This design comes from an exercise in tuning for small area on the open sky130 flow, not from production work.
In this exercise RTL edits were held to simulation tests only and were not proved equivalent to the original.
No run shown here takes its clock network from TritonCTS; it comes from the design's own scripts or RTL.
No driver is modelled on the clock port, so clock power and skew are understated where the tree is cut down; a real chip needs a root buffer or a tree.
Power and IR drop assume default switching activity.

**flow/run.sh**
```bash
#!/bin/bash
# Own layout flow: the standard synthesis, then its combinational logic
# re-mapped for area with ABC (registers kept as they are: same instances,
# names and cells), then the standard ORFS layout with a small clock tree.
set -euo pipefail
W=$(pwd)
F=$W/flow
R=$W/orfs/results/$FLOW_PLATFORM/LEDRGBCtrl/base
PLAT=$FLOW_HOME/platforms/$FLOW_PLATFORM
LIB=$PLAT/lib/sky130_fd_sc_hd__tt_025C_1v80.lib

# 1. standard synthesis
bash standard.sh synth > log_synth_standard.log 2>&1
cp "$R/1_2_yosys.v" std_1_2_yosys.v

# 2. re-map the combinational logic, keep the smallest result
DU=$(sed -n '/DONT_USE_CELLS/,/^$/p' "$PLAT/config.mk" | grep -oE 'sky130_fd_sc_hd__[A-Za-z0-9_]+' | sed 's/^/-dont_use /' | tr '\n' ' ')
best=""
besta=""
i=0
while IFS= read -r scr; do
  [[ -z "$scr" ]] && continue
  i=$((i+1))
  echo "$scr" | tr ';' '\n' > resyn_$i.abc
  cat > resyn_$i.ys <<EOS
read_liberty -ignore_miss_func $LIB
blackbox sky130_fd_sc_hd__df*
read_verilog std_1_2_yosys.v
hierarchy -top $FLOW_TOP
flatten
opt_clean
abc -script resyn_$i.abc -liberty $LIB $DU
opt_clean -purge
hilomap -singleton -hicell sky130_fd_sc_hd__conb_1 HI -locell sky130_fd_sc_hd__conb_1 LO
insbuf -buf sky130_fd_sc_hd__buf_4 A X
splitnets
opt_clean -purge
rename -hide w:*.*
write_verilog -noattr -noexpr -nohex -nodec resyn_$i.v
design -reset
read_liberty -lib $LIB
read_verilog resyn_$i.v
hierarchy -check -top $FLOW_TOP
check -assert -mapped
stat -liberty $LIB
EOS
  if yosys -s resyn_$i.ys > log_resyn_$i.log 2>&1 < /dev/null; then
    a=$(grep "Chip area" log_resyn_$i.log | tail -1 | awk '{print $NF}')
    echo "script $i area $a: $scr"
    if [[ -z "$besta" ]] || awk -v a="$a" -v b="$besta" 'BEGIN{exit !(a<b)}'; then
      best=$i; besta=$a
    fi
  else
    echo "script $i failed: $scr"
  fi
done < "$F/abc_scripts.txt"
echo "best script $best area $besta"
cp resyn_$best.v "$R/1_2_yosys.v"
rm -f "$R/1_synth.odb" "$R/1_synth.sdc"
bash standard.sh synth > log_synth_odb.log 2>&1

# 3. placement (ports buffered with the smallest buffer)
PORTS="BUFFER_PORTS_ARGS=-buffer_cell sky130_fd_sc_hd__buf_1"
bash standard.sh "$PORTS" place > log_place.log 2>&1

# 4. clock: a few clock buffers fed by the clock port in place of the CTS
# step's tree; the smallest set whose clock-pin slew stays under the target
bestc=""
bestca=""
while read -r k cell area; do
  [[ -z "$k" ]] && continue
  d=$W/clock_${k}_$cell
  rm -rf "$d"; mkdir -p "$d"
  cp "$R/3_place.odb" "$R/3_place.sdc" "$d/"
  if RESULTS=$d CLOCK_BUF=sky130_fd_sc_hd__$cell CLOCK_GROUPS=$k CLOCK_PORT=CLK \
      openroad -no_init -exit "$F/clock_buffer.tcl" > "log_clock_${k}_$cell.log" 2>&1 < /dev/null; then
    slew=$(grep CLOCK_PIN_SLEW_PS "log_clock_${k}_$cell.log" | awk '{print $2}')
    tot=$(awk -v k="$k" -v a="$area" 'BEGIN{print k*a}')
    echo "clock $k x $cell: area $tot, slew $slew ps"
    if awk -v s="$slew" 'BEGIN{exit !(s<=100)}'; then
      if [[ -z "$bestca" ]] || awk -v a="$tot" -v b="$bestca" 'BEGIN{exit !(a<b)}'; then
        bestc=$d; bestca=$tot
      fi
    fi
  fi
done < "$F/clock_options.txt"
echo "clock choice $bestc"
cp "$bestc/4_1_cts.odb" "$bestc/4_cts.sdc" "$R/"

# 5. routing and the final layout
bash standard.sh "$PORTS" finish > log_layout.log 2>&1
```
**flow/abc_scripts.txt**
```
strash;ifraig;dc2;dch -f;map -a;topo
strash;dc2;dc2;dch -f;map -a;topo
strash;ifraig;dc2;dch -f;amap;topo
strash;dch;map -a;topo
strash;&get -n;&deepsyn -T 10;&put;dch -f;map -a;topo
```
**flow/clock_buffer.tcl**
```tcl
# Clock distribution for a small design: the registers are split into
# CLOCK_GROUPS groups by position (k-means), and one clock buffer of type
# CLOCK_BUF, placed at the centre of its group, drives each group's clock pins.
# Reads 3_place.odb; writes 4_1_cts.odb and 4_cts.sdc (in place of the CTS
# step) into RESULTS, and prints the largest register clock-pin slew.
set plat $::env(FLOW_HOME)/platforms/$::env(FLOW_PLATFORM)
set R $::env(RESULTS)
set K $::env(CLOCK_GROUPS)
read_lef $plat/lef/sky130_fd_sc_hd.tlef
read_lef $plat/lef/sky130_fd_sc_hd_merged.lef
read_liberty $plat/lib/sky130_fd_sc_hd__tt_025C_1v80.lib
read_db $R/3_place.odb
read_sdc $R/3_place.sdc
source $plat/setRC.tcl

set db [ord::get_db]
set block [ord::get_db_block]
set master [$db findMaster $::env(CLOCK_BUF)]
set clknet [$block findNet $::env(CLOCK_PORT)]

# register clock pins and their positions
set pins {}
foreach it [$clknet getITerms] {
  set bb [[$it getInst] getBBox]
  lappend pins [list $it [expr {([$bb xMin] + [$bb xMax]) / 2.0}] [expr {([$bb yMin] + [$bb yMax]) / 2.0}]]
}
set n [llength $pins]
if {$K > $n} { set K $n }

# k-means, seeded with pins spread along x
set sorted [lsort -real -index 1 $pins]
set cx {}
set cy {}
for {set k 0} {$k < $K} {incr k} {
  set p [lindex $sorted [expr {int(($k + 0.5) * $n / $K)}]]
  lappend cx [lindex $p 1]
  lappend cy [lindex $p 2]
}
for {set iter 0} {$iter < 50} {incr iter} {
  set assign {}
  foreach p $pins {
    set best 0
    set bd 1e30
    for {set k 0} {$k < $K} {incr k} {
      set d [expr {abs([lindex $p 1] - [lindex $cx $k]) + abs([lindex $p 2] - [lindex $cy $k])}]
      if {$d < $bd} { set bd $d; set best $k }
    }
    lappend assign $best
  }
  set nx {}
  set ny {}
  for {set k 0} {$k < $K} {incr k} {
    set sx 0.0
    set sy 0.0
    set c 0
    foreach p $pins a $assign {
      if {$a == $k} { set sx [expr {$sx + [lindex $p 1]}]; set sy [expr {$sy + [lindex $p 2]}]; incr c }
    }
    if {$c > 0} {
      lappend nx [expr {$sx / $c}]
      lappend ny [expr {$sy / $c}]
    } else {
      lappend nx [lindex $cx $k]
      lappend ny [lindex $cy $k]
    }
  }
  set cx $nx
  set cy $ny
}

for {set k 0} {$k < $K} {incr k} {
  set leaf [odb::dbNet_create $block clknet_leaf_$k]
  $leaf setSigType CLOCK
  set buf [odb::dbInst_create $block $master clkbuf_leaf_$k]
  set c 0
  foreach p $pins a $assign {
    if {$a == $k} {
      set it [lindex $p 0]
      $it disconnect
      $it connect $leaf
      incr c
    }
  }
  [$buf findITerm A] connect $clknet
  [$buf findITerm X] connect $leaf
  $buf setLocation [expr {int([lindex $cx $k])}] [expr {int([lindex $cy $k])}]
  $buf setPlacementStatus PLACED
  puts "clock buffer $k drives $c pins"
}
detailed_placement
check_placement

set_propagated_clock [all_clocks]
estimate_parasitics -placement
set mx 0
foreach it [$clknet getITerms] {
  set inst [$it getInst]
  if {[string match clkbuf_leaf_* [$inst getName]]} {
    set out [[$inst findITerm X] getNet]
    foreach pin [get_pins -of_objects [get_nets [$out getName]]] {
      set s [expr {[get_property $pin slew_max] * 1000.0}]
      if {$s > $mx} { set mx $s }
    }
  }
}
puts "CLOCK_PIN_SLEW_PS $mx"
report_clock_skew
report_worst_slack -max
report_worst_slack -min
write_db $R/4_1_cts.odb
write_sdc $R/4_cts.sdc
```
**flow/clock_options.txt**
```
1 clkbuf_16 25.024
2 clkbuf_8 13.7632
3 clkbuf_8 13.7632
4 clkbuf_4 7.5072
3 clkbuf_4 7.5072
2 clkbuf_16 25.024
```
**standard.sh**
```bash
#!/bin/bash
# synth_recipe.tcl (not shown) runs the flow's synth.tcl, then flattens the netlist and writes it again
# the make line also repeats each setting of config.mk as NAME=value (left out here)
make -C /OpenROAD-flow-scripts/flow DESIGN_CONFIG=/design/flow/config.mk WORK_HOME=/design/flow/orfs CLKGATE_MAP_FILE= SYNTH_SCRIPT=/design/flow/synth_recipe.tcl "${@:-finish}"
```
**config.mk**
```make
export PLATFORM = sky130hd
export DESIGN_NAME = LEDRGBCtrl
export DESIGN_NICKNAME = LEDRGBCtrl
export VERILOG_FILES = /design/flow/design.v
export SDC_FILE = /design/flow/constraint.sdc
export NUM_CORES = 4
export LEC_CHECK = 0
export CAP_MARGIN = 20
export CORE_MARGIN = 2
export CORE_UTILIZATION = 40
export PLACE_DENSITY = 0.6
export SLEW_MARGIN = 20
```
**constraint.sdc**
```tcl
create_clock -name core_clock -period 6.0 [get_ports {CLK}]
set_input_delay 1.2000 -clock core_clock [delete_from_list [all_inputs] [get_ports {CLK}]]
set_output_delay 1.2000 -clock core_clock [all_outputs]
set_load 0.01 [all_outputs]
```
**design.v**
```verilog
module PWM
(
    input   wire    [1:0]   s,
    input   wire    [9:0]   T,
    input   wire    [9:0]   M,
    input   wire            y,
    output  reg     [2:0]   OUT
);
    wire [10:0] uc;
    wire [10:0] dc;
    assign uc[0] = ~y;
    assign dc[0] = 1'b1;
    genvar i;
    generate
        for (i = 0; i < 10; i = i + 1) begin : g_cmp
            assign uc[i+1] = (T[i] & ~M[i]) | (uc[i] & (T[i] | ~M[i]));
            assign dc[i+1] = (T[i] &  M[i]) | (dc[i] & (T[i] |  M[i]));
        end
    endgenerate
    wire        up   = uc[10];
    wire        dn   = dc[10];
    wire        zero = (|T[9:4]) | T[2];                     
    always @(*) begin
        case (s)
            2'b01:   OUT = {dn,   zero, up  };    
            2'b11:   OUT = {zero, up,   dn  };    
            2'b10:   OUT = {up,   dn,   zero};    
            default: OUT = {1'b0, zero, zero};    
        endcase
    end
endmodule
module LEDRGBCtrl
(
    input   wire    CLK,
    input   wire    nRST,
    output  wire    [2:0]    LEDs
);
    localparam [1:0] S3 = 2'b00, S0 = 2'b01, S1 = 2'b11, S2 = 2'b10;
    reg [1:0]   s;
    reg [9:0]   M;
    reg [7:0]   n;
    reg [9:0]   T;
    wire        is3   = (s == S3);
    wire        nz    = ~|n[6:0];
    wire        y     = n[7] & nz;                           
    wire        n_fb  = (n[7] ^ n[5] ^ n[4] ^ n[3] ^ nz) & ~is3;
    wire [10:0] mc;
    wire [10:0] tc;
    assign mc[0] = y;
    assign tc[0] = 1'b1;
    genvar i;
    generate
        for (i = 0; i < 10; i = i + 1) begin : g_mt
            assign mc[i+1] = mc[i] & M[i];
            assign tc[i+1] = tc[i] & T[i];
        end
    endgenerate
    wire        m_end = y & (&M[9:4]) & M[1] & M[0];         
    wire        t_end = (&T[9:4]) & T[1] & T[0];             
    always @(posedge CLK or negedge nRST) begin
        if (!nRST) begin
            s <= S3;
            n <= 8'd0;
            T <= 10'd11;
        end else begin
            case (s)
                S3:      s <= S0;
                S0:      s <= m_end ? S1 : S0;
                S1:      s <= m_end ? S2 : S1;
                default: s <= m_end ? S3 : S2;
            endcase
            n <= {n[6:0], n_fb};
            T <= t_end ? 10'd11 : (T ^ tc[9:0]);
        end
    end
    always @(posedge CLK) begin
        M <= (is3 | m_end) ? 10'd12 : (M ^ mc[9:0]);
    end
    PWM u_pwm
    (
        .s      (   s       ),
        .T      (   T       ),
        .M      (   M       ),
        .y      (   y       ),
        .OUT    (   LEDs    )
    );
endmodule
```
==> reports/qor.yml, run 1 <==
cells_and_area:
  final_cell_mix: "nor2_1, clkinv_1, dfrtp_1"
  drive_gt1_share_pct: 4.571
  nets: 179
  diodes: 0
  syn2layout_area_growth_pct: 7.404
  final_common_cell: "nor2_1"
  final_cells: 221
synthesis:
  netlist_instances: 167
  yosys_warnings: 2
  syn_nets: 169
  synth_area_um2: 1403
  synth_area_per_cell_um2: 8.399
detailed_routing:
  drtIter0Drc: 49
  postRouteAntennaNets: 0
  wirelength_um: 2756
  wire_per_inst_um: 12.47
  viasPerCell: 5.520
  vias: 1220
  firstDrtPassIters: 4
  drc: 0
placement:
  place_hpwl_um: 2126
  place.port_buffers: 4
  gp_congestion: 0.8363
  dp.cells: 217
  place_ws_ps: 2250
min_path:
  whs_endpoint: "n[4]"
  hold_class: "reg2reg"
  min_path_cells: 0
  holdCritStartpoint: "n[3]"
global_route:
  grt_overflow: 0
  grt_util_met1_pct: 18.36
  grtUsageMet3_pct: 1.786
  grtUsageMet2_pct: 26.46
  antenna_found_initial: 0
  top_usage_layer: "met2"
  grt_max_degree: 21
  grt_pass1_wl_um: 4933
  grt_pass1_vias: 1165
  grtUsageTotal_pct: 14.45
timing:
  rsz0062_at_grt: "false"
  setup_ws_ps: 2084
  fin_skew_ps: 20.16
  max_freq_ghz: 0.2553
  setup_viol: 0
  fin_crit_sh_pct: 65.27
  min_period_ps: 3916
  finalSetupTns_ps: 0
  max_slew_margin_pct: 63.16
  tightest_slew_ps: 547.5
  drv_slew: 0
  timing_hold_violations_final: 0
run:
  max-cap-violations: 0
floorplan:
  start_util_pct: 41.70
  die_h_um: 63.22
  rows: 21
  dieArea_um2: 3996
  io_pins: 5
  dieWidth_um: 63.22
  coreArea_um2: 3363
worst_setup_path:
  start_kind: "flop"
  r2r-end: "M[9]"
  crit_type: "reg2out"
  cp_max_fo: 3
  worstPathArrival_ps: 2720
  worstPathRequired_ps: 4800
  r2r_slack_ps: 3280
  reg2reg_depth: 12
  endpoint_kind: "primary output"
  reg2reg_from: "n[0]"
pwr:
  ir_drop_mv: 0.1020
  p_leak_nw: 0.5396
  power_density_nw_per_um2: 188.1
clock_network:
  path_clk_slew_ps: 90
  insertion_delay_ps: 150
outcome:
  status: "no timing/DRC/antenna violations"
## per-stage QoR
| stage | hold slack (ps) | utilization, % | power, W | cell area [um2] |
|---|---|---|---|---|
| finish | 386.7 | 44.79 | 0.0002833 | 1506 |
| global route | 400.0 | 44.79 | 0.0002988 | 1506 |
| detailed placement | 371.2 | 43.86 | 0.0002082 | 1475 |
| global placement | 366.3 | 43.86 | 0.0002080 | 1475 |
| floorplan | 354.0 | - | 0.0002053 | 1403 |
## worst max-delay path by stage
stage               start  endpoint  slack, ps  cells past startpoint
finish               n[0]   LEDs[0]       2080                     14
global route         T[1]   LEDs[2]       1790                     13
detailed placement   n[0]   LEDs[0]       2250                     14
global placement     n[0]   LEDs[0]       2270                     14
floorplan            T[1]   LEDs[2]       2590                     12
## power breakdown
group / internal (W) / total [W] / switching (W)
sequential: 0.000201 / 0.000201 / 0
clock: 0.0000318 / 0.0000794 / 0.0000476
combinational: 0.000000225 / 0.00000279 / 0.00000257
## final cells by class
type,instances,area [um2]
repair buffers,4,16.27
fillers,364,1857
flip-flops and latches,30,704.4
plain buffers,4,30.03
well taps,46,57.56
inverters,29,108.9
multi-input cells,108,589.3
## metal layers
metal / vias up / part of all wire (%)
met1: 584 / 45
met2: 17 / 50
li1: 613 / -
met3: 6 / 3.5
met4: 0 / 1.5
met5: - / 0
## critical path: stages, from the launching register on
cell       delay [ps]
dfrtp_1           390
nor4_1            290
nand3_1           130
nor2_1            200
nand2_1           120
clkinv_1           70
o22ai_1            60
a222oi_1          240
a2111oi_0         110
a211oi_1          160
o21ai_0           120
a31oi_1           280
o32a_1            180
o21ai_0            70
buf_1             130
## flip-flops by register name (all words and copies together) (netlist names), named ones only
name / flops
T: 10
M: 10
s: 1
n: 8
==> run 2: changes to the inputs <==
--- a/design.v
+++ b/design.v
@@ -45,15 +45,4 @@
     wire        y     = n[7] & nz;                           
     wire        n_fb  = (n[7] ^ n[5] ^ n[4] ^ n[3] ^ nz) & ~is3;
-    wire [10:0] mc;
-    wire [10:0] tc;
-    assign mc[0] = y;
-    assign tc[0] = 1'b1;
-    genvar i;
-    generate
-        for (i = 0; i < 10; i = i + 1) begin : g_mt
-            assign mc[i+1] = mc[i] & M[i];
-            assign tc[i+1] = tc[i] & T[i];
-        end
-    endgenerate
     wire        m_end = y & (&M[9:4]) & M[1] & M[0];         
     wire        t_end = (&T[9:4]) & T[1] & T[0];             
@@ -71,9 +60,9 @@
             endcase
             n <= {n[6:0], n_fb};
-            T <= t_end ? 10'd11 : (T ^ tc[9:0]);
+            T <= t_end ? 10'd11 : T + 1'b1;
         end
     end
     always @(posedge CLK) begin
-        M <= (is3 | m_end) ? 10'd12 : (M ^ mc[9:0]);
+        M <= (is3 | m_end) ? 10'd12 : M + y;
     end
     PWM u_pwm
==> flow/abc_scripts.txt (replaced) <==
strash;ifraig;dc2;dch -f;map -a;topo
strash;dc2;dc2;dch -f;map -a;topo
strash;ifraig;dc2;dch -f;amap;topo
strash;ifraig;dc2;dch -f;amap -m;topo
strash;dch;map -a;topo
strash;&get -n;&deepsyn -T 10;&put;dch -f;map -a;topo
strash;&get -n;&deepsyn -T 30;&put;dch -f;amap -m;topo
strash;&get -n;&deepsyn -T 30 -S 7;&put;dch -f;amap -m;topo
==> reports/qor.yml, run 2 <==
cells_and_area:
  nets: 170
  largestRegisters: "M x10, T x10, n x8"
  syn2layout_area_growth_pct: 7.545
  diodes: 0
  final_cells: 212
  final_cell_mix: "nor2_1, clkinv_1, dfrtp_1"
  final_common_cell: "nor2_1"
  fin_util_pct: 44.71
  drive_gt1_share_pct: 4.819
placement:
  place_ws_ps: 1822
  dp.cells: 208
  place.port_buffers: 4
  place_hpwl_um: 2124
  gp_congestion: 0.8359
worst_setup_path:
  crit_type: "reg2out"
  worstPathRequired_ps: 4800
  cp_max_fo: 3
  path_cells: "nor4_1 -> nand3_1 -> nor2_1 -> nor2_1 -> o221ai_1 -> a222oi_1 -> a211oi_1 -> a221o_1 -> o21ai_0 -> o21ai_0 -> o221a_1 -> a21oi_1 -> a21oi_1 -> o21bai_1 -> o21a_1 -> o21bai_1 -> o32a_1 -> o21ai_0 -> buf_1"
  start_kind: "flop"
  critPathMaxStageDelay_ps: 390
  r2r_slack_ps: 3580
  slowest_stage: "dfrtp_1"
  crit_path_frequent_cell: "o21ai_0"
  endpoint_kind: "primary output"
  worstPathArrival_ps: 3120
timing:
  max_freq_ghz: 0.2313
  fin_skew_ps: 16.42
  fin_crit_sh_pct: 72.04
  finalSetupTns_ps: 0
  timing_hold_violations_final: 0
  setup_viol: 0
  setup_ws_ps: 1677
  drv_slew: 0
  tightest_slew_ps: 478.2
  max_slew_margin_pct: 67.82
  min_period_ps: 4323
  rsz0062_at_grt: "false"
global_route:
  grt_pass1_wl_um: 4767
  grt_overflow: 0
  antenna_found_initial: 0
  grt_max_degree: 21
  grtUsageTotal_pct: 14.40
  grt_pass1_vias: 1105
outcome:
  status: "no timing/DRC/antenna violations"
pwr:
  p_switching_w: 0.00004939
  power_frac_clock_pct: 27.9
  ir_drop_mv: 0.09255
  seqPwrFrac_pct: 71.2
  total_power_w: 0.0002825
  power_frac_comb_pct: 0.9
  p_leak_nw: 0.5319
  switching_share_pct: 17.48
  p_int_w: 0.0002331
  power_density_nw_per_um2: 190.9
floorplan:
  die_h_um: 62.66
  coreArea_um2: 3311
  io_pins: 5
  rows: 21
  dieWidth_um: 62.66
  start_util_pct: 41.57
  dieArea_um2: 3926
detailed_routing:
  drc: 0
  firstDrtPassIters: 6
  drtIter0Drc: 41
  vias: 1167
  wirelength_um: 2731
  postRouteAntennaNets: 0
  wire_per_inst_um: 12.88
  viasPerCell: 5.505
synthesis:
  synth_area_per_cell_um2: 8.711
  synth_area_um2: 1376
  netlist_instances: 158
  syn_nets: 160
  yosys_warnings: 2
clock_network:
  path_clk_slew_ps: 90
  insertion_delay_ps: 150
min_path:
  hold_class: "reg2reg"
run:
  max-cap-violations: 0
[run 2: final timing paths]
path | from | endpoint | cells past startpoint
max | n[0] | LEDs[2] | 19
min | n[3] | n[4] | 0
max reg2reg | n[0] | M[9] | 14
min reg2reg | n[3] | n[4] | 0
max in group asynchronous | nRST | T[1] | 1
min in group asynchronous | nRST | n[5] | 1
[run 2: through the flow]
stage,hold slack (ps),cell area [um2]
after floorplan,354.0,1376
after global placement,357.5,1449
after detailed placement,365.9,1449
after global routing,395.5,1480
final,381.5,1480
[run 2: area by class of cell]
type,instances,area (um2)
plain buffers,4,30.03
well taps,46,57.56
fillers,341,1831
repair buffers,4,16.27
inverters,23,86.33
flip-flops and latches,30,704.4
multi-input cells,105,585.6
[run 2: metal layers]
metal	part of all wire (%)	vias to the layer above	track usage (%)
met5	0	-	0
met4	1.2	0	1.667
met3	4.1	3	1.622
met2	48	22	26.48
met1	47	546	18.71
li1	-	596	-
[run 2: critical path, delay by kind of cell, from the launching register on]
family | cells | cell delay, ps
AOI/OAI and AO/OA | 14 | 1710
buffers and inverters | 1 | 150
DFF | 1 | 390
and+or+nand+nor | 4 | 730
[run 2: power groups by stage]
stage	clock [W]	sequential, W	combinational [W]
after floorplan	0	0.000205	0.000000000175
after global placement	0	0.000205	0.00000267
after detailed placement	0	0.000205	0.00000284
after global routing	0.0000921	0.000201	0.00000332
final	0.0000788	0.000201	0.00000262
==> run 3: changes to the inputs <==
--- a/design.v
+++ b/design.v
@@ -26,5 +26,5 @@
             2'b11:   OUT = {zero, up,   dn  };    
             2'b10:   OUT = {up,   dn,   zero};    
-            default: OUT = {1'b0, zero, zero};    
+            default: OUT = 3'b000;                
         endcase
     end
@@ -36,33 +36,33 @@
     output  wire    [2:0]    LEDs
 );
-    localparam [1:0] S3 = 2'b00, S0 = 2'b01, S1 = 2'b11, S2 = 2'b10;
+    localparam [1:0] R = 2'b00, S0 = 2'b01, S1 = 2'b11, S2 = 2'b10;
     reg [1:0]   s;
     reg [9:0]   M;
     reg [7:0]   n;
     reg [9:0]   T;
-    wire        is3   = (s == S3);
+    wire        isR   = (s == R);
     wire        nz    = ~|n[6:0];
-    wire        y     = n[7] & nz;                           
-    wire        n_fb  = (n[7] ^ n[5] ^ n[4] ^ n[3] ^ nz) & ~is3;
+    wire        y     = ~n[7] & nz;                          
     wire        m_end = y & (&M[9:4]) & M[1] & M[0];         
     wire        t_end = (&T[9:4]) & T[1] & T[0];             
+    wire        stall = (s == S2) & m_end;
+    wire        n_fb  = (n[7] ^ n[5] ^ n[4] ^ n[3] ^ nz) & ~stall;
     always @(posedge CLK or negedge nRST) begin
         if (!nRST) begin
-            s <= S3;
+            s <= R;
             n <= 8'd0;
-            T <= 10'd11;
         end else begin
             case (s)
-                S3:      s <= S0;
+                R:       s <= S0;
                 S0:      s <= m_end ? S1 : S0;
                 S1:      s <= m_end ? S2 : S1;
-                default: s <= m_end ? S3 : S2;
+                default: s <= m_end ? S0 : S2;
             endcase
             n <= {n[6:0], n_fb};
-            T <= t_end ? 10'd11 : T + 1'b1;
         end
     end
     always @(posedge CLK) begin
-        M <= (is3 | m_end) ? 10'd12 : M + y;
+        T <= isR ? 10'd12 : t_end ? 10'd11 : T + 1'b1;
+        M <= isR ? 10'd12 : m_end ? ((s == S2) ? 10'd11 : 10'd12) : M + y;
     end
     PWM u_pwm
--- a/flow/run.sh
+++ b/flow/run.sh
@@ -78,5 +78,5 @@
     tot=$(awk -v k="$k" -v a="$area" 'BEGIN{print k*a}')
     echo "clock $k x $cell: area $tot, slew $slew ps"
-    if awk -v s="$slew" 'BEGIN{exit !(s<=100)}'; then
+    if awk -v s="$slew" 'BEGIN{exit !(s<=112)}'; then
       if [[ -z "$bestca" ]] || awk -v a="$tot" -v b="$bestca" 'BEGIN{exit !(a<b)}'; then
         bestc=$d; bestca=$tot
==> flow/clock_options.txt (replaced) <==
2 clkbuf_4 7.5072
4 clkbuf_2 5.0048
3 clkbuf_4 7.5072
1 clkbuf_16 25.024
2 clkbuf_8 13.7632
4 clkbuf_4 7.5072
3 clkbuf_8 13.7632
--- a/config.mk
+++ b/config.mk
@@ -9,4 +9,4 @@
 export CORE_MARGIN = 2
 export CORE_UTILIZATION = 40
-export PLACE_DENSITY = 0.6
+export PLACE_DENSITY = 0.9
 export SLEW_MARGIN = 20
==> reports/qor.yml, run 3 <==
outcome:
  status: "no timing/DRC/antenna violations"
global_route:
  grt_pass1_vias: 1070
  grtUsageTotal_pct: 14.85
  grt_overflow: 0
  grt_max_degree: 31
  antenna_found_initial: 0
  grt_pass1_wl_um: 4464
worst_setup_path:
  endpoint_kind: "primary output"
  worstPathArrival_ps: 3120
  worstPathRequired_ps: 4800
  cp_max_fo: 3
  start_kind: "flop"
  crit_type: "reg2out"
timing:
  fin_crit_sh_pct: 71.95
  max_slew_margin_pct: 64.74
  max_freq_ghz: 0.2317
  drv_slew: 0
  setup_viol: 0
  finalSetupTns_ps: 0
  tightest_slew_ps: 524.0
  fin_skew_ps: 1.929
  timing_hold_violations_final: 0
  rsz0062_at_grt: "false"
  min_period_ps: 4317
pwr:
  seqPwrFrac_pct: 71.0
  power_frac_comb_pct: 0.5
  p_switching_w: 0.00005044
  switching_share_pct: 17.91
  power_frac_clock_pct: 28.5
  p_leak_nw: 0.5154
  ir_drop_mv: 0.1208
  power_density_nw_per_um2: 194.5
  p_int_w: 0.0002312
floorplan:
  start_util_pct: 41.10
  dieWidth_um: 62.10
  io_pins: 5
  die_h_um: 62.10
  coreArea_um2: 3284
  rows: 21
  dieArea_um2: 3856
detailed_routing:
  drc: 0
  vias: 1221
  viasPerCell: 5.601
  drtIter0Drc: 98
  firstDrtPassIters: 4
  wirelength_um: 2698
  wire_per_inst_um: 12.38
  postRouteAntennaNets: 0
cells_and_area:
  largestRegisters: "M x10, T x10, n x8"
  nFillCells: 335
  nets: 176
  syn2layout_area_growth_pct: 7.229
  drive_gt1_share_pct: 0.5814
  final_cell_mix: "clkinv_1, nor2_1, dfxtp_1"
  design_area_um2: 1448
  diodes: 0
placement:
  place_hpwl_um: 2078
  gp_congestion: 0.8542
  place.port_buffers: 4
  dpl_cell_area_um2: 1423
clock_network:
  insertion_delay_ps: 170
  path_clk_slew_ps: 110
synthesis:
  synth_area_um2: 1350
  syn_nets: 169
  synth_area_per_cell_um2: 8.084
  netlist_instances: 167
  yosys_warnings: 2
min_path:
  hold_class: "reg2reg"
run:
  max-cap-violations: 0
==> run 3: per-layer routing <==
layer	vias up	GRT usage [%]	wire length, um	part of all wire (%)
met3	10	0.8282	108	4.0
li1	614	-	-	-
met1	564	18.90	1225	45
met4	0	3.647	72	2.7
met5	-	0	0	0
met2	33	27.23	1291	48
==> run 3: stage by stage <==
stage / power (W) / util [%] / setup WS, ps / hold slack, ps / cells
2_1_floorplan: 0.0002044 / - / 2252 / 354.5 / 167
3_3_place_gp: 0.0002058 / 43.31 / 1962 / 362.0 / 217
3_5_place_dp: 0.0002059 / 43.31 / 1876 / 370.6 / 217
5_1_grt: 0.0002910 / 44.08 / 1326 / 406.4 / 218
6_report: 0.0002816 / 44.08 / 1683 / 389.3 / 218
==> run 3: power groups by stage <==
stage	sequential [W]	clock, W	combinational [W]
2_1_floorplan	0.000204	0	0.000000000210
3_5_place_dp	0.000204	0	0.00000147
6_report	0.000200	0.0000803	0.00000132
3_3_place_gp	0.000204	0	0.00000137
5_1_grt	0.000200	0.0000891	0.00000170
==> run 3: path summary, 6_finish.rpt <==
| check | startpoint | depth (start not counted) | end | slack (ps) |
|---|---|---|---|---|
| worst max-delay path | n[0] | 19 | LEDs[1] | 1680 |
| worst min-delay path | n[0] | 0 | n[1] | 390 |
| worst max register to register | n[0] | 12 | M[2] | 3390 |
| worst min register to register | n[0] | 0 | n[1] | 390 |
| max in group asynchronous | nRST | 1 | s[0] | 4710 |
| min in group asynchronous | nRST | 1 | n[4] | 960 |
==> run 3: cell type report <==
cell class	instances	area, um2	share of cell area [%]
Tap cell	46	57.56	3.976
Multi-Input combinational cell	106	583.1	40.28
Inverter	31	116.4	8.038
Buffer	1	25.02	1.729
Sequential cell	30	650.6	44.94
Timing Repair Buffer	4	15.01	1.037
==> run 3: critical path: stages (launching register included) <==
cell	delay, ps
dfrtp_1	390
nor3_1	160
nor3b_1	200
o22a_1	160
nand2_1	70
nor2_1	170
nor2_1	80
o221ai_1	150
o221ai_1	140
o221ai_1	90
o221ai_1	150
o221ai_1	90
o221ai_1	130
o221ai_1	90
o211ai_1	110
o221ai_1	70
o21ai_0	160
a222oi_1	270
clkinv_1	120
buf_1	140
==> run 4: changes to the inputs <==
--- a/flow/run.sh
+++ b/flow/run.sh
@@ -78,5 +78,5 @@
     tot=$(awk -v k="$k" -v a="$area" 'BEGIN{print k*a}')
     echo "clock $k x $cell: area $tot, slew $slew ps"
-    if awk -v s="$slew" 'BEGIN{exit !(s<=112)}'; then
+    if awk -v s="$slew" 'BEGIN{exit !(s<=117)}'; then
       if [[ -z "$bestca" ]] || awk -v a="$tot" -v b="$bestca" 'BEGIN{exit !(a<b)}'; then
         bestc=$d; bestca=$tot
==> flow/clock_options.txt (replaced) <==
1 buf_12 20.0192
3 buf_4 7.5072
2 buf_6 11.2608
1 clkbuf_16 25.024
2 clkbuf_8 13.7632
2 buf_8 15.0144
4 clkbuf_4 7.5072
==> reports/qor.yml, run 4 <==
run:
  max-cap-violations: 0
placement:
  place_ws_ps: 1876
  dpl_cell_area_um2: 1423
  gp_congestion: 0.8542
  place_hpwl_um: 2078
  place.port_buffers: 4
synthesis:
  yosys_warnings: 2
  syn_nets: 169
  synth_area_um2: 1350
  netlist_instances: 167
  synth_area_per_cell_um2: 8.084
floorplan:
  rows: 21
  io_pins: 5
  die_h_um: 62.10
  dieArea_um2: 3856
  dieWidth_um: 62.10
  start_util_pct: 41.10
  coreArea_um2: 3284
cells_and_area:
  nets: 176
  drive_gt1_share_pct: 0.5814
  syn2layout_area_growth_pct: 6.858
  multiInputGateArea_um2: 583.1
  final_cell_mix: "clkinv_1, nor2_1, dfxtp_1"
  diodes: 0
  nFillCells: 336
  largestRegisters: "M x10, T x10, n x8"
  design_area_um2: 1443
  register_area_um2: 650.6
pwr:
  power_frac_clock_pct: 27.4
  total_power_w: 0.0002771
  seqPwrFrac_pct: 72.2
  power_density_nw_per_um2: 192.1
  power_frac_comb_pct: 0.5
  p_switching_w: 0.00004972
  p_int_w: 0.0002274
  switching_share_pct: 17.95
  ir_drop_mv: 0.1209
  p_leak_nw: 0.5125
detailed_routing:
  firstDrtPassIters: 4
  wire_per_inst_um: 12.10
  wirelength_um: 2638
  drc: 0
  drtIter0Drc: 94
  postRouteAntennaNets: 0
  viasPerCell: 5.564
  vias: 1213
global_route:
  grtUsageTotal_pct: 14.60
  grt_overflow: 0
  grt_pass1_wl_um: 4409
  antenna_found_initial: 0
  grt_pass1_vias: 1073
  grt_max_degree: 31
timing:
  timing_hold_violations_final: 0
  min_period_ps: 4303
  rsz0062_at_grt: "false"
  hold_ws_ps: 390.8
  setup_ws_ps: 1697
  fin_skew_ps: 2.610
  drv_slew: 0
  max_freq_ghz: 0.2324
  setup_viol: 0
  finalSetupTns_ps: 0
  tightest_slew_ps: 518.0
  max_slew_margin_pct: 65.15
  fin_crit_sh_pct: 71.72
clock_network:
  path_clk_slew_ps: 110
  insertion_delay_ps: 140
worst_setup_path:
  crit_type: "reg2out"
  cp_max_fo: 3
  endpoint_kind: "primary output"
  worstPathArrival_ps: 3100
  worstPathRequired_ps: 4800
  start_kind: "flop"
outcome:
  status: "no timing/DRC/antenna violations"
min_path:
  hold_class: "reg2reg"
## run 4: power groups by stage
stage	registers [W]	clock network, W	logic, W
2_1_floorplan	0.000204	0	0.000000000210
3_3_place_gp	0.000204	0	0.00000137
3_5_place_dp	0.000204	0	0.00000147
6_report	0.000200	0.0000758	0.00000130
5_1_grt	0.000200	0.0000850	0.00000167
## run 4: path summary, 6_finish.rpt
kind                            slack [ps]  cells after the start  startpoint  endpoint
worst max-delay path                  1700                     19        n[0]   LEDs[1]
worst min-delay path                   390                      0        n[0]      n[1]
worst max register to register        3380                     12        n[0]      M[2]
worst min register to register         390                      0        n[0]      n[1]
max in group asynchronous             4690                      1        nRST      n[3]
min in group asynchronous              980                      1        nRST      n[4]
## run 4: through the flow
stage | util (%) | instances
2_1_floorplan | - | 167
3_3_place_gp | 43.31 | 217
3_5_place_dp | 43.31 | 217
5_1_grt | 43.92 | 218
6_report | 43.92 | 218
## run 4: area by class of cell
class	count	area share [%]
Buffer	1	1.388
Multi-Input combinational cell	106	40.42
Timing Repair Buffer	4	1.041
Tap cell	46	3.990
Inverter	31	8.066
Sequential cell	30	45.10
## run 4: worst max-delay path, stage by stage (launching register included)
cell      delay (ps)
dfrtp_1          390
nor3_1           160
nor3b_1          200
o22a_1           160
nand2_1           70
nor2_1           170
nor2_1            80
o221ai_1         150
o221ai_1         140
o221ai_1          90
o221ai_1         150
o221ai_1          90
o221ai_1         130
o221ai_1          90
o211ai_1         110
o221ai_1          70
o21ai_0          160
a222oi_1         290
clkinv_1         120
buf_1            140
## run 4: metal layers
metal | vias up | track usage [%] | wire [um] | share of wire [%]
met2 | 32 | 26.34 | 1230 | 47
li1 | 613 | - | - | -
met5 | - | 0 | 0 | 0
met4 | 0 | 3.647 | 76 | 2.9
met1 | 558 | 18.93 | 1212 | 46
met3 | 10 | 0.8282 | 118 | 4.5
==> run 5: changes to the inputs <==
--- a/flow/run.sh
+++ b/flow/run.sh
@@ -2,5 +2,8 @@
 # Own layout flow: the standard synthesis, then its combinational logic
 # re-mapped for area with ABC (registers kept as they are: same instances,
-# names and cells), then the standard ORFS layout with a small clock tree.
+# names and cells), then the standard ORFS layout, with the ports buffered by
+# the smallest buffer and the clock distributed by one level of clock buffers
+# (clock_buffer.tcl) in place of the CTS step. Each tool's output goes to a
+# log_*.log file in the folder the flow runs in.
 set -euo pipefail
 W=$(pwd)
@@ -56,5 +59,9 @@
 done < "$F/abc_scripts.txt"
 echo "best script $best area $besta"
-cp resyn_$best.v "$R/1_2_yosys.v"
+if [[ -n "$best" ]]; then
+  cp resyn_$best.v "$R/1_2_yosys.v"
+else
+  cp std_1_2_yosys.v "$R/1_2_yosys.v"
+fi
 rm -f "$R/1_synth.odb" "$R/1_synth.sdc"
 bash standard.sh synth > log_synth_odb.log 2>&1
@@ -85,4 +92,15 @@
   fi
 done < "$F/clock_options.txt"
+if [[ -z "$bestc" ]]; then
+  # none under the target: the option with the smallest slew
+  bests=""
+  for lg in log_clock_*.log; do
+    sl=$(grep CLOCK_PIN_SLEW_PS "$lg" | awk '{print $2}')
+    [[ -z "$sl" ]] && continue
+    if [[ -z "$bests" ]] || awk -v a="$sl" -v b="$bests" 'BEGIN{exit !(a<b)}'; then
+      bests=$sl; bestc=$W/$(basename "$lg" .log | sed 's/^log_//')
+    fi
+  done
+fi
 echo "clock choice $bestc"
 cp "$bestc/4_1_cts.odb" "$bestc/4_cts.sdc" "$R/"
--- a/flow/abc_scripts.txt
+++ b/flow/abc_scripts.txt
@@ -7,2 +7,4 @@
 strash;&get -n;&deepsyn -T 30;&put;dch -f;amap -m;topo
 strash;&get -n;&deepsyn -T 30 -S 7;&put;dch -f;amap -m;topo
+strash;&get -n;&deepsyn -T 30;&put;&get -n;&if -K 4 -a;&mfs;&st;&put;dch -f;amap -m;topo
+strash;&get -n;&deepsyn -T 30;&put;dch -f;&get -n;&nf -a -R 1000;&put;topo
==> reports/qor.yml, run 5 <==
outcome:
  status: "no timing/DRC/antenna violations"
pwr:
  p_leak_nw: 0.4899
  power_frac_clock_pct: 28.0
  p_int_w: 0.0002274
  power_frac_comb_pct: 0.5
  seqPwrFrac_pct: 71.5
  switching_share_pct: 18.64
  p_switching_w: 0.00005210
  total_power_w: 0.0002795
  ir_drop_mv: 0.1272
  power_density_nw_per_um2: 194.4
synthesis:
  synth_area_per_cell_um2: 8.252
  yosys_warnings: 2
  netlist_instances: 163
  syn_nets: 165
  synth_area_um2: 1345
timing:
  fin_crit_sh_pct: 72.22
  finalSetupTns_ps: 0
  setup_viol: 0
  max_freq_ghz: 0.2308
  tightest_slew_ps: 871.9
  fin_skew_ps: 9.611
  drv_slew: 0
  hold_ws_ps: 394.8
  timing_hold_violations_final: 0
  min_period_ps: 4333
  rsz0062_at_grt: "false"
  max_slew_margin_pct: 41.26
global_route:
  grt_max_degree: 31
  antenna_found_initial: 0
  grt_overflow: 0
  grt_pass1_wl_um: 4395
  grtUsageTotal_pct: 14.34
  grt_pass1_vias: 1022
detailed_routing:
  vias: 1154
  top_layer: "met4"
  route.met3.wl_um: 82
  drc: 0
  wl_met2_um: 1196
  viasPerCell: 5.393
  wirelength_um: 2568
  wl_met1_um: 1280
  firstDrtPassIters: 5
  drtIter0Drc: 82
  wire_per_inst_um: 12.00
  postRouteAntennaNets: 0
placement:
  place.port_buffers: 4
  place_hpwl_um: 1972
  gp_congestion: 0.9305
cells_and_area:
  nets: 172
  largestRegisters: "M x10, T x10, n x8"
  diodes: 0
  drive_gt1_share_pct: 0.5952
  final_cell_mix: "nor2_1, clkinv_1, dfxtp_1"
  syn2layout_area_growth_pct: 6.884
  final_common_cell: "nor2_1"
  nFillCells: 312
floorplan:
  start_util_pct: 40.95
  die_h_um: 61.99
  dieWidth_um: 61.99
  dieArea_um2: 3842
  rows: 21
  coreArea_um2: 3284
  io_pins: 5
worst_setup_path:
  crit_type: "reg2out"
  worstPathArrival_ps: 3130
  cp_max_fo: 3
  reg2reg_depth: 16
  endpoint_kind: "primary output"
  r2r_slack_ps: 3080
  worstPathRequired_ps: 4800
  start_kind: "flop"
run:
  max-cap-violations: 0
clock_network:
  insertion_delay_ps: 150
  path_clk_slew_ps: 120
min_path:
  min_path_cells: 0
  hold_class: "reg2reg"
## run 5: cell types whose count changed in the layout (fill, tap and decap cells not counted), moves of 2 or more
cell      before  now
or2_0          0    2
o22a_1         1    3
o211ai_1       1    5
clkinv_1      31   23
nor2_1        31   24
nand2_1       15   19
nor3_1         2    4
o21ai_0       11   16
a21oi_1        8    4
a31oi_1        2    0
o22ai_1        2    4
o221ai_1       8    5
## run 5: metrics by stage
step / utilization, % / setup WS [ps] / cells / area [um2]
3_5_place_dp: 43.16 / 1921 / 213 / 1418
2_1_floorplan: - / 2339 / 163 / 1345
5_1_grt: 43.77 / 1221 / 214 / 1438
6_report: 43.77 / 1667 / 214 / 1438
3_3_place_gp: 43.16 / 1977 / 213 / 1418
## run 5: path summary, 6_finish.rpt
path | startpoint | to
worst max-delay path | n[0] | LEDs[1]
max in group asynchronous | nRST | n[7]
worst min register to register | n[5] | n[6]
worst min-delay path | n[5] | n[6]
worst max register to register | n[0] | M[9]
min in group asynchronous | nRST | n[2]
## run 5: power by group through the flow
stage	Sequential [W]	Combinational (W)	Clock, W
finish	0.000200	0.00000129	0.0000782
detailed placement	0.000204	0.00000141	0
floorplan	0.000204	0.000000000187	0
global route	0.000200	0.00000157	0.0000865
global placement	0.000204	0.00000138	0
## run 5: area by class of cell
class	instances	area (um2)	share of cell area [%]
Tap cell	46	57.56	4.003
Multi-Input combinational cell	110	608.1	42.30
Inverter	23	86.33	6.005
Sequential cell	30	650.6	45.26
Timing Repair Buffer	4	15.01	1.044
Buffer	1	20.02	1.393
## run 5: critical path, cell delays in order (launching register included)
cell and delay (ps):
dfrtp_1 400, nor3_1 160, nor3b_1 210, o22ai_1 130, nor3_1 300, a222oi_1 130
a21oi_1 140, o21ai_0 100, a222oi_1 250, a221o_1 160, o221ai_1 110, o211ai_1 100
o221ai_1 130, o21ai_0 90, o21ai_0 110, nand2_1 120, o22a_1 150, o21ai_0 80
buf_1 140
## run 5: metal layers
| metal | global-route usage [%] | vias up |
|---|---|---|
| met4 | 2.128 | 0 |
| li1 | - | 605 |
| met3 | 1.242 | 2 |
| met2 | 24.70 | 23 |
| met5 | 0 | - |
| met1 | 19.90 | 524 |
==> run 6: changes to the inputs <==
==> design.v (replaced) <==
module PWM
(
    input   wire    [1:0]   s,
    input   wire    [9:0]   T,
    input   wire    [9:0]   M,
    input   wire            y,
    input   wire            p0,      
    output  wire    [2:0]   OUT
);
    wire [10:0] uc;
    wire [10:0] dc;
    assign uc[0] = ~y;
    assign dc[0] = 1'b1;
    genvar i;
    generate
        for (i = 0; i < 10; i = i + 1) begin : g_cmp
            assign uc[i+1] = (T[i] & ~M[i]) | (uc[i] & (T[i] | ~M[i]));
            assign dc[i+1] = (T[i] &  M[i]) | (dc[i] & (T[i] |  M[i]));
        end
    endgenerate
    wire        up   = uc[10];
    wire        dn   = dc[10];
    reg  [2:0]  sel;
    always @(*) begin
        case (s)
            2'b01:   sel = {dn,   1'b1, up  };    
            2'b11:   sel = {1'b1, up,   dn  };    
            2'b10:   sel = {up,   dn,   1'b1};    
            default: sel = 3'b000;                
        endcase
    end
    assign OUT = p0 ? 3'b000 : sel;
endmodule
module LEDRGBCtrl
(
    input   wire    CLK,
    input   wire    nRST,
    output  wire    [2:0]    LEDs
);
    localparam [1:0] R = 2'b00, S0 = 2'b01, S1 = 2'b11, S2 = 2'b10;
    reg [1:0]   s;
    reg [9:0]   M;
    reg [7:0]   n;
    reg [9:0]   T;
    wire        isR   = (s == R);
    wire        isS2  = (s == S2);
    wire        nz    = ~|n[6:0];
    wire        y     = ~n[7] & nz;                          
    wire        m_hi  = &M[9:4];
    wire        end1  = y & m_hi & M[1] & M[0];              
    wire        end2  = y & m_hi & M[2];                     
    wire        t_end = (&T[9:4]) & T[2];                    
    wire        n_fb  = (n[7] ^ n[5] ^ n[4] ^ n[3] ^ nz) & ~(isS2 & end1);
    always @(posedge CLK or negedge nRST) begin
        if (!nRST) begin
            s <= R;
            n <= 8'd0;
        end else begin
            case (s)
                R:       s <= S0;
                S0:      s <= end1 ? S1 : S0;
                S1:      s <= end1 ? S2 : S1;
                default: s <= end2 ? S0 : S2;
            endcase
            n <= {n[6:0], n_fb};
        end
    end
    always @(posedge CLK) begin
        T <= (isR | t_end) ? 10'd12 : T + 1'b1;
        M <= (isR | end2 | (end1 & ~isS2)) ? 10'd12 : M + y;
    end
    PWM u_pwm
    (
        .s      (   s       ),
        .T      (   T       ),
        .M      (   M       ),
        .y      (   y       ),
        .p0     (   t_end   ),
        .OUT    (   LEDs    )
    );
endmodule
--- a/flow/abc_scripts.txt
+++ b/flow/abc_scripts.txt
@@ -9,2 +9,3 @@
 strash;&get -n;&deepsyn -T 30;&put;&get -n;&if -K 4 -a;&mfs;&st;&put;dch -f;amap -m;topo
 strash;&get -n;&deepsyn -T 30;&put;dch -f;&get -n;&nf -a -R 1000;&put;topo
+strash;ifraig;dc2;dch -f;&get -n;&nf -a -R 1000;&put;topo
==> reports/qor.yml, run 6 <==
cells_and_area:
  nFillCells: 308
  final_cell_mix: "dfxtp_1, a21oi_1, nor2_1"
  largestRegisters: "M x10, T x10, n x8"
  syn2layout_area_growth_pct: 6.786
  design_area_um2: 1418
  fin_util_pct: 45.69
  drive_gt1_share_pct: 0.6579
  final_common_cell: "dfxtp_1"
  diodes: 0
  nets: 156
  multiInputGateArea_um2: 631.9
  register_area_um2: 650.6
detailed_routing:
  drc: 0
  firstDrtPassIters: 4
  drtIter0Drc: 94
  viasPerCell: 5.755
  postRouteAntennaNets: 0
  wire_per_inst_um: 12.89
  vias: 1128
  wirelength_um: 2526
worst_setup_path:
  critPathTopFamily: "compound AO/OA/AOI/OAI gates"
  r2r_slack_ps: 3170
  slowest_stage: "dfrtp_1"
  crit_type: "reg2out"
  worstPathArrival_ps: 2850
  reg2reg_from: "n[4]"
  worstPathRequired_ps: 4800
  r2r-end: "M[8]"
  critPathMaxStageDelay_ps: 420
  endpoint_kind: "primary output"
  reg2reg_depth: 11
  start_kind: "flop"
  cp_max_fo: 3
  path_cells: "xnor2_1 -> xnor2_1 -> a21oi_1 -> nor3_1 -> and2_0 -> clkinv_1 -> a221oi_1 -> o22ai_1 -> a21oi_1 -> a221oi_1 -> o21ai_0 -> a22oi_1 -> o221a_1 -> buf_1"
  cp_num_buf_inv: 2
global_route:
  antenna_found_initial: 0
  grt_pass1_wl_um: 4133
  grt_overflow: 0
  grt_max_degree: 31
  grtUsageTotal_pct: 13.73
  grt_pass1_vias: 1004
floorplan:
  rows: 20
  die_h_um: 61.61
  dieArea_um2: 3796
  io_pins: 5
  dieWidth_um: 61.61
  coreArea_um2: 3103
  start_util_pct: 42.78
min_path:
  min_path_cells: 0
  hold_class: "reg2reg"
  whs_endpoint: "n[3]"
  holdCritStartpoint: "n[2]"
synthesis:
  yosys_warnings: 2
  synth_area_per_cell_um2: 9.031
  netlist_instances: 147
  syn_nets: 149
  synth_area_um2: 1328
pwr:
  ir_drop_mv: 0.1208
  p_leak_nw: 0.5088
  power_density_nw_per_um2: 195.7
placement:
  place_hpwl_um: 1784
  dpl_cell_area_um2: 1398
  place.port_buffers: 4
  gp_congestion: 0.9143
clock_network:
  insertion_delay_ps: 150
  path_clk_slew_ps: 110
timing:
  fin_crit_sh_pct: 67.42
  fin_skew_ps: 7.199
  setup_viol: 0
  max_freq_ghz: 0.2472
  tightest_slew_ps: 627.0
  max_slew_margin_pct: 58.20
  drv_slew: 0
  timing_hold_violations_final: 0
  hold_ws_ps: 398.2
  rsz0062_at_grt: "false"
  finalSetupTns_ps: 0
  min_period_ps: 4045
run:
  max-cap-violations: 0
outcome:
  status: "no timing/DRC/antenna violations"
## run 6: worst register-to-register path, stage by stage (launching register included)
cell and delay, ps:
dfrtp_1 420, xnor2_1 240, xnor2_1 150, a21oi_1 80
nor3_1 230, and2_0 230, clkinv_1 100, nor2_1 380
and3_1 290, and3_1 290, and3_1 200, o221a_1 180
## run 6: layer usage
| layer | global-route usage, % | up-vias | share of wire [%] |
|---|---|---|---|
| met5 | 0 | - | 0 |
| met4 | 4.863 | 0 | 2.1 |
| met3 | 1.050 | 8 | 5.0 |
| met2 | 23.46 | 37 | 46 |
| met1 | 18.14 | 524 | 47 |
| li1 | - | 559 | - |
## run 6: how the worst max path moves through the flow
stage | cells past startpoint | to | slack [ps] | startpoint
finish | 14 | LEDs[2] | 1950 | n[4]
global route | 13 | LEDs[2] | 1630 | n[2]
detailed placement | 14 | LEDs[2] | 2120 | n[4]
global placement | 13 | LEDs[2] | 2200 | n[2]
floorplan | 13 | LEDs[0] | 2420 | n[4]
## run 6: power by group
| group | internal (W) | total, W | switching (W) |
|---|---|---|---|
| logic | 0.000000137 | 0.00000129 | 0.00000116 |
| registers | 0.000200 | 0.000200 | 0 |
| clock network | 0.0000273 | 0.0000761 | 0.0000488 |
## run 6: final cells by class
class | instances | share of cell area [%]
flip-flops and latches | 30 | 45.90
multi-input cells | 105 | 44.57
well taps | 44 | 3.883
inverters | 12 | 3.177
plain buffers | 1 | 1.412
repair buffers | 4 | 1.059
## run 6: through the flow
stage,instances,worst slack (ps),power [W]
2_1_floorplan,147,2415,0.0002044
3_3_place_gp,195,2203,0.0002057
3_5_place_dp,195,2123,0.0002058
5_1_grt,196,1629,0.0002864
6_report,196,1955,0.0002774
==> run 7: changes to the inputs <==
--- a/design.v
+++ b/design.v
@@ -41,5 +41,7 @@
     reg [1:0]   s;
     reg [9:0]   M;
-    reg [7:0]   n;
+    reg [6:0]   nl;                  
+    reg         n7;                  
+    wire [7:0]  n = {n7, nl};
     reg [9:0]   T;
     wire        isR   = (s == R);
@@ -51,9 +53,9 @@
     wire        end2  = y & m_hi & M[2];                     
     wire        t_end = (&T[9:4]) & T[2];                    
-    wire        n_fb  = (n[7] ^ n[5] ^ n[4] ^ n[3] ^ nz) & ~(isS2 & end1);
+    wire        n_fb  = ((n[7] ^ n[5] ^ n[4] ^ n[3] ^ nz) & ~(isS2 & end1)) | isR;
     always @(posedge CLK or negedge nRST) begin
         if (!nRST) begin
             s <= R;
-            n <= 8'd0;
+            nl <= 7'd0;
         end else begin
             case (s)
@@ -63,8 +65,9 @@
                 default: s <= end2 ? S0 : S2;
             endcase
-            n <= {n[6:0], n_fb};
+            nl <= {n[5:0], n_fb};
         end
     end
     always @(posedge CLK) begin
+        n7 <= n[6];
         T <= (isR | t_end) ? 10'd12 : T + 1'b1;
         M <= (isR | end2 | (end1 & ~isS2)) ? 10'd12 : M + y;
==> reports/qor.yml, run 7 <==
worst_setup_path:
  worstPathRequired_ps: 4800
  crit_type: "reg2out"
  endpoint_kind: "primary output"
  r2r_slack_ps: 3170
  reg2reg_from: "nl[2]"
  reg2reg_depth: 14
  worstPathArrival_ps: 2760
  r2r-end: "M[9]"
  cp_max_fo: 4
  start_kind: "flop"
global_route:
  grt_util_met1_pct: 17.27
  grtUsageMet2_pct: 24.47
  antenna_found_initial: 0
  grtUsageMet3_pct: 0.8403
  grt_pass1_wl_um: 3939
  grt_overflow: 0
  grtUsageTotal_pct: 13.17
  grt_pass1_vias: 931
  grt_max_degree: 31
  top_usage_layer: "met2"
timing:
  finalSetupTns_ps: 0
  fin_crit_sh_pct: 65.96
  max_slew_margin_pct: 52.67
  timing_hold_violations_final: 0
  max_freq_ghz: 0.2527
  tightest_slew_ps: 700.7
  fin_skew_ps: 7.464
  setup_viol: 0
  drv_slew: 0
  min_period_ps: 3958
  rsz0062_at_grt: "false"
floorplan:
  coreArea_um2: 3103
  dieWidth_um: 61.45
  rows: 20
  dieArea_um2: 3775
  io_pins: 5
  die_h_um: 61.45
  start_util_pct: 42.54
synthesis:
  syn_nets: 161
  netlist_instances: 159
  yosys_warnings: 2
  synth_area_per_cell_um2: 8.302
  synth_area_um2: 1320
pwr:
  p_leak_nw: 0.5005
  power_density_nw_per_um2: 195.7
  total_power_w: 0.0002759
  ir_drop_mv: 0.1264
cells_and_area:
  nFillCells: 303
  multiInputGateArea_um2: 584.3
  diodes: 0
  drive_gt1_share_pct: 0.6098
  syn2layout_area_growth_pct: 6.824
  register_area_um2: 645.6
  nets: 168
  final_common_cell: "nor2_1"
  final_cell_mix: "nor2_1, clkinv_1, dfxtp_1"
  fin_util_pct: 45.44
  largestRegisters: "M x10, T x10, nl x7"
detailed_routing:
  drc: 0
  drtIter0Drc: 91
  vias: 1141
  wirelength_um: 2509
  firstDrtPassIters: 5
  wire_per_inst_um: 12.06
  postRouteAntennaNets: 0
  viasPerCell: 5.486
clock_network:
  path_clk_slew_ps: 110
  insertion_delay_ps: 140
outcome:
  status: "no timing/DRC/antenna violations"
placement:
  gp_congestion: 0.8558
  place_hpwl_um: 1913
  place.port_buffers: 4
min_path:
  hold_class: "reg2reg"
  min_path_cells: 0
  whs_endpoint: "n7"
  holdCritStartpoint: "nl[6]"
run:
  max-cap-violations: 0
run 7: cell type report:
type	count	share of cell area [%]
multi-input cells	105	41.44
repair buffers	4	1.065
flip-flops and latches	30	45.79
inverters	24	6.389
well taps	44	3.904
plain buffers	1	1.420
run 7: routing by layer:
| layer | vias to the layer above | wire length (um) | part of all wire, % |
|---|---|---|---|
| met5 | - | 0 | 0 |
| met4 | 0 | 0 | 0 |
| met3 | 0 | 122 | 4.9 |
| met2 | 36 | 1200 | 48 |
| met1 | 521 | 1186 | 47 |
| li1 | 584 | - | - |
run 7: worst max path at each step:
stage | from | cells after the start | endpoint | slack, ps
final | nl[2] | 15 | LEDs[1] | 2040
after floorplan | nl[2] | 14 | LEDs[1] | 2550
after detailed placement | nl[2] | 15 | LEDs[1] | 2230
after global routing | nl[2] | 15 | LEDs[1] | 1820
after global placement | nl[2] | 15 | LEDs[1] | 2350
run 7: critical path: stages, from the launching register on:
cell and delay [ps]:
dfrtp_1 410, nor4_1 290, nand3_1 130, nor3_1 290, nand2_1 160, o221ai_1 100, o211ai_1 110, o221ai_1 80
o211ai_1 110, o221ai_1 80, o221ai_1 130, o221ai_1 90, a222oi_1 80, o21bai_1 200, o221a_1 240, buf_1 120
run 7: report_power, final:
part / internal (W) / total [W] / switching (W)
registers: 0.000200 / 0.000200 / 0
clock network: 0.0000272 / 0.0000748 / 0.0000476
logic: 0.000000138 / 0.00000123 / 0.00000110
total: 0.000227 / 0.000276 / 0.0000487
run 7: through the flow:
| stage | cells | setup WS, ps | instance area (um2) | hold WS [ps] |
|---|---|---|---|---|
| floorplan | 159 | 2554 | 1320 | 348.4 |
| global placement | 207 | 2351 | 1390 | 353.2 |
| detailed placement | 207 | 2232 | 1390 | 358.7 |
| global route | 208 | 1822 | 1410 | 406.9 |
| finish | 208 | 2042 | 1410 | 384.6 |
==> run 8: changes to the inputs <==
--- a/design.v
+++ b/design.v
@@ -53,5 +53,5 @@
     wire        end2  = y & m_hi & M[2];                     
     wire        t_end = (&T[9:4]) & T[2];                    
-    wire        n_fb  = ((n[7] ^ n[5] ^ n[4] ^ n[3] ^ nz) & ~(isS2 & end1)) | isR;
+    wire        n_fb  = ((n[7] ^ (n[2] | n[3]) ^ nz) & ~(isS2 & end1)) | isR;
     always @(posedge CLK or negedge nRST) begin
         if (!nRST) begin
==> reports/qor.yml, run 8 <==
timing:
  min_period_ps: 4408
  fin_skew_ps: 9.437
  rsz0062_at_grt: "false"
  setup_viol: 0
  finalSetupTns_ps: 0
  hold_ws_ps: 392.0
  max_freq_ghz: 0.2269
  max_slew_margin_pct: 33.46
  drv_slew: 0
  fin_crit_sh_pct: 73.46
  timing_hold_violations_final: 0
  tightest_slew_ps: 998.0
cells_and_area:
  final_cell_mix: "dfxtp_1, nor2_1, a21oi_1"
  final_common_cell: "dfxtp_1"
  drive_gt1_share_pct: 0.6494
  design_area_um2: 1390
  fin_util_pct: 45.16
  syn2layout_area_growth_pct: 6.929
  diodes: 0
  largestRegisters: "M x10, T x10, nl x7"
  nets: 158
worst_setup_path:
  r2r-end: "M[9]"
  critPathTopFamily: "compound AO/OA/AOI/OAI gates"
  cp_num_buf_inv: 1
  start_kind: "flop"
  cp_max_fo: 4
  worstPathArrival_ps: 3210
  path_cells: "nor3_1 -> a211oi_1 -> nor4_1 -> and2_0 -> a21oi_1 -> o21ai_0 -> o221ai_1 -> o221ai_1 -> a31oi_1 -> a221oi_1 -> nor2_1 -> a221oi_1 -> a2bb2oi_1 -> a311oi_1 -> buf_1"
  slowest_stage: "nor4_1"
  critPathMaxStageDelay_ps: 490
  r2r_slack_ps: 3410
  reg2reg_depth: 9
  endpoint_kind: "primary output"
  worstPathRequired_ps: 4800
  reg2reg_from: "nl[1]"
  crit_type: "reg2out"
detailed_routing:
  top_layer: "met4"
  drc: 0
  route.met3.wl_um: 57
  drtIter0Drc: 43
  wirelength_um: 2400
  firstDrtPassIters: 4
  postRouteAntennaNets: 0
  wl_met2_um: 1147
  viasPerCell: 5.530
  wl_met1_um: 1181
  vias: 1095
  wire_per_inst_um: 12.12
floorplan:
  rows: 20
  dieWidth_um: 61.01
  io_pins: 5
  dieArea_um2: 3722
  die_h_um: 61.01
  start_util_pct: 42.24
  coreArea_um2: 3078
global_route:
  grt_overflow: 0
  grtUsageTotal_pct: 13.71
  grt_pass1_vias: 949
  antenna_found_initial: 0
  grt_max_degree: 31
  grt_pass1_wl_um: 4091
pwr:
  ir_drop_mv: 0.1276
  power_density_nw_per_um2: 198.7
  total_power_w: 0.0002762
  p_leak_nw: 0.5249
synthesis:
  synth_area_per_cell_um2: 8.725
  yosys_warnings: 2
  syn_nets: 151
  netlist_instances: 149
  synth_area_um2: 1300
placement:
  place_hpwl_um: 1802
  place.port_buffers: 4
  gp_congestion: 0.8584
  dpl_cell_area_um2: 1370
run:
  max-cap-violations: 0
min_path:
  hold_class: "reg2reg"
  whs_endpoint: "nl[1]"
  min_path_cells: 0
  holdCritStartpoint: "nl[0]"
clock_network:
  insertion_delay_ps: 140
  path_clk_slew_ps: 110
outcome:
  status: "no timing/DRC/antenna violations"
## run 8: area by class of cell
type	count	area (um2)
tap	44	55.05
inverter	12	45.04
fill	304	1688
buffer	1	20.02
multi-input combinational	107	609.3
sequential	30	645.6
timing repair buffer	4	15.01
## run 8: power by group
group / total [W] / internal, W / leakage (nW) / switching (W)
logic: 0.00000119 / 0.000000138 / 0.243 / 0.00000106
clock network: 0.0000752 / 0.0000273 / 0.00940 / 0.0000479
registers: 0.000200 / 0.000200 / 0.273 / 0
## run 8: routing by layer
metal / GRT usage, % / vias up
met5: 0 / -
met4: 1.863 / 0
met3: 1.261 / 2
met2: 24.73 / 10
met1: 18.32 / 514
li1: - / 569
## run 8: metrics by stage
step	std cells	setup slack, ps
3_3_place_gp	197	1981
2_1_floorplan	149	2353
5_1_grt	198	1214
3_5_place_dp	197	1852
6_report	198	1592
## run 8: worst max path at each step
stage               cells past startpoint  startpoint  slack (ps)  endpoint
finish                                 15       nl[1]        1590   LEDs[1]
floorplan                              14       nl[1]        2350   LEDs[1]
detailed placement                     15       nl[1]        1850   LEDs[1]
global route                           15       nl[1]        1210   LEDs[1]
global placement                       15       nl[1]        1980   LEDs[1]

[re-timing with driven ports]
The flow's constraints put no driver on any port. The routed layouts listed below were extracted and timed again, unchanged, in two steps. Step 1 assumes that a clkbuf_16 drives the clock port and a buf_2 every other input. Step 2, shift: input delay + t, output delay - t, t = (earliest + latest rising clock arrival at the registers) / 2. This alone moves slack from input paths to output paths. a / b / c = ideal / step 1 / step 2; a / b = the first two.
run	t, ns	setup WS [ns]	hold slack, ns	latest minus earliest clock arrival (ns)	cell pins on the clock port's net
run 1	0.185	2.084 / 2.040 / 2.226	0.387 / 0.387 / 0.387	0.021 / 0.021	4
run 2	0.187	1.677 / 1.634 / 1.821	0.382 / 0.382 / 0.382	0.017 / 0.016	4
run 3	0.196	1.683 / 1.653 / 1.849	0.389 / 0.389 / 0.389	0.002 / 0.002	1
run 4	0.172	1.697 / 1.665 / 1.837	0.391 / 0.391 / 0.391	0.004 / 0.003	1
run 5	0.177	1.667 / 1.634 / 1.811	0.395 / 0.395 / 0.395	0.010 / 0.010	1
run 6	0.174	1.955 / 1.923 / 2.097	0.398 / 0.398 / 0.398	0.007 / 0.007	1
run 7	0.169	2.042 / 2.011 / 2.181	0.385 / 0.385 / 0.385	0.007 / 0.007	1
run 8	0.171	1.592 / 1.560 / 1.731	0.392 / 0.392 / 0.392	0.010 / 0.009	1
After both steps every run listed still meets setup and hold.
